From an optimization exercise on the open Yosys and OpenROAD flow, aimed at small area and a short achievable clock period; shortcuts taken in it are not production practice. Function was checked by simulation only, so behaviour that the tests miss may differ from the original. Power figures rest on the tool's default switching activity, not on a simulated workload.

==> job 8620 <==
Design systolic_2x2, start of the top module:
module systolic_2x2 #(parameter DATA_TYPE = 3'b011) (
    input clk,
    input rst,
    input load_in,
    input [31:0] row_in_row0, row_in_row1,
    input [31:0] col_in_col0, col_in_col1,
    output [63:0] result_row00, result_row01, result_row10, result_row11,
    output carry_00, carry_01, carry_10, carry_11,
    output reg done,
    output reg valid_op
);
export LEC_CHECK = 0
export CAP_MARGIN = 20
export CELL_PAD_IN_SITES_DETAIL_PLACEMENT = 1
export CORE_MARGIN = 2
export CORE_UTILIZATION = 35
export CTS_CLUSTER_DIAMETER = 80
export CTS_CLUSTER_SIZE = 28
export PLACE_DENSITY = 0.5
export SETUP_SLACK_MARGIN = 2.4
export SLEW_MARGIN = 45
create_clock -name core_clock -period 5.0 [get_ports {clk}]
standard.sh (not shown) runs the stock make flow with config.mk's settings and CLKGATE_MAP_FILE= SYNTH_SCRIPT=/design/flow/synth_recipe.tcl, a recipe that flattens the netlist after the stock synthesis.
==> flow/flow/run.sh <==
#!/bin/bash
# Own layout flow: the standard flow, except in synthesis:
#  - the prefix adder modules (pfx_*) and the tree's full/half adder modules
#    (fa3, ha2) are kept apart until the design is flattened at the end;
#  - ABC maps the accumulator adder, the other prefix adders and the rest of the
#    design with the scripts named in MY_ABC_PLAN / MY_ABC_MAIN below.
#  - clock tree synthesis adds no dummy loads (CTS_ARGS below).
# Every register, and everything else, is the standard flow's.
set -euo pipefail
W=$(pwd)
F=$W/flow
KEEP="pfx_car33 pfx_add64pg pfx_sum65 fa3 ha2"
# CTS as the standard flow runs it (same clustering as config.mk), without the
# dummy loads it adds at the tree's leaves
CTS="-sink_clustering_enable -repair_clock_nets -sink_clustering_size 28 -sink_clustering_max_diameter 80 -dont_use_dummy_load"
# same make call as standard.sh, with our synthesis script in place of synth_recipe.tcl
sed -e "s#SYNTH_SCRIPT=[^ ]*synth_recipe.tcl#SYNTH_SCRIPT=$W/my_synth.tcl#" \
    -e "s#CLKGATE_MAP_FILE= #CLKGATE_MAP_FILE= 'SYNTH_KEEP_MODULES=$KEEP' 'CTS_ARGS=$CTS' #" standard.sh > my_standard.sh
grep -q "SYNTH_SCRIPT=$W/my_synth.tcl" my_standard.sh
grep -q "SYNTH_KEEP_MODULES=" my_standard.sh
grep -q "CTS_ARGS=" my_standard.sh
sed "s#@FLOW_SYNTH@#$W/synth_recipe.tcl#" $F/my_synth.tcl.in > $W/my_synth.tcl
export MY_FLOW=$F
export MY_ABC_PLAN="adder_fast.abc pfx_sum65 adder_fast.abc pfx_car33 adder.abc pfx_add64pg"
export MY_ABC_MAIN=main.abc
bash my_standard.sh synth > $W/synth.log 2>&1
bash my_standard.sh finish > $W/layout.log 2>&1
test -f out/final.def
==> flow/flow/adder.abc <==
strash
dch
map -D 1600
buffer -c
topo
upsize -c
dnsize -c
==> flow/flow/adder_fast.abc <==
strash
dch
map
buffer -c
topo
upsize -c
dnsize -c
==> flow/flow/main.abc <==
strash
dch
map -D 2000
buffer -c
topo
upsize -c
dnsize -c
==> flow/flow/my_synth.tcl.in <==
# synth_recipe.tcl, with other ABC scripts: the prefix adders first (the
# accumulator's with its own script), then the rest of the design
proc abc {args} {
  set i [lsearch -exact $args -script]
  foreach {script mods} $::env(MY_ABC_PLAN) {
    set a $args
    lset a [expr {$i + 1}] $::env(MY_FLOW)/$script
    puts "own flow: abc with $script on $mods"
    yosys abc {*}$a {*}$mods
  }
  set a $args
  lset a [expr {$i + 1}] $::env(MY_FLOW)/$::env(MY_ABC_MAIN)
  puts "own flow: abc with $::env(MY_ABC_MAIN) on the rest"
  yosys abc {*}$a
}
source @FLOW_SYNTH@
==> job 1197: changes against job 8620 <==
Settings changed: SETUP_SLACK_MARGIN 2.4 to 2.3, SLEW_MARGIN 45 to 60.
==> qor summary <==
| quantity | job 1197 | job 8620 |
|---|---|---|
| Peak VDD IR | 365 uV | 385 uV |
| Reg2reg end | pe10.mul.r2_fs245 | pe10.mul.r2_fs283 |
| Hold slack final | 0.189 ns | 0.238 ns |
| DRC violation total after the first TritonRoute iteration | 15.0k | 15.9k |
| Sequential power | 62700 uW | 62600 uW |
| Critical path capture point | pe10.mul.r2_fs245 | result_row11[34] |
| Area taken by multi-input logic gates | 104000 sq um | 105000 sq um |
| First-pass iteration count of the detailed router | 9 | 7 |
| Run status | timing/DRC/antenna clean | timing/DRC/antenna clean |
| WP buf/inv | 1 | 2 |
| Number of nets in the layout | 24.8k | 25.1k |
| Endpoint with the worst hold slack | pe01.mul.da7[5] | pe11.mul.db12[12] |
| Category of the most critical setup path | register to register | register to output pin |
| Met3 usage | 4.63% | 4.49% |
| Worst slack after detailed placement | 1.59 ns | 1.35 ns |
| Final instance area | 274000 sq um | 279000 sq um |
| Wire length on met1 | 331000 microns | 337000 microns |
| Pin count of the biggest net entering global routing | 97 | 126 |
| Design Power | 117000 uW | 118000 uW |

what the ideal ports hide:
How much do the figures lean on ideal ports? The routed layouts below were timed once more, with nothing changed but the port constraints.
Step 1: set_driving_cell puts a clkbuf_16 on clk and a buf_2 on each other input, an assumption about the parent block.
Step 2 moves the port delays by t, midway between the first and last clock arrival at a register: inputs arrive t later, outputs are due t later. That takes back most of the time a late clock gives input paths.
Three values: ideal, step 1, step 2; two values: the first two.
run	t (ns)	setup WS [ns]	pins driven straight from the clock port
job 8620	1.160	2.368 / 2.231 / 1.534	1
job 1197	1.126	2.265 / 2.235 / 1.613	1
After both steps setup and hold are still met in every run listed. The setup slack of job 8620, which loses most, moves by -0.137 ns with the drivers and by -0.834 ns with both steps.
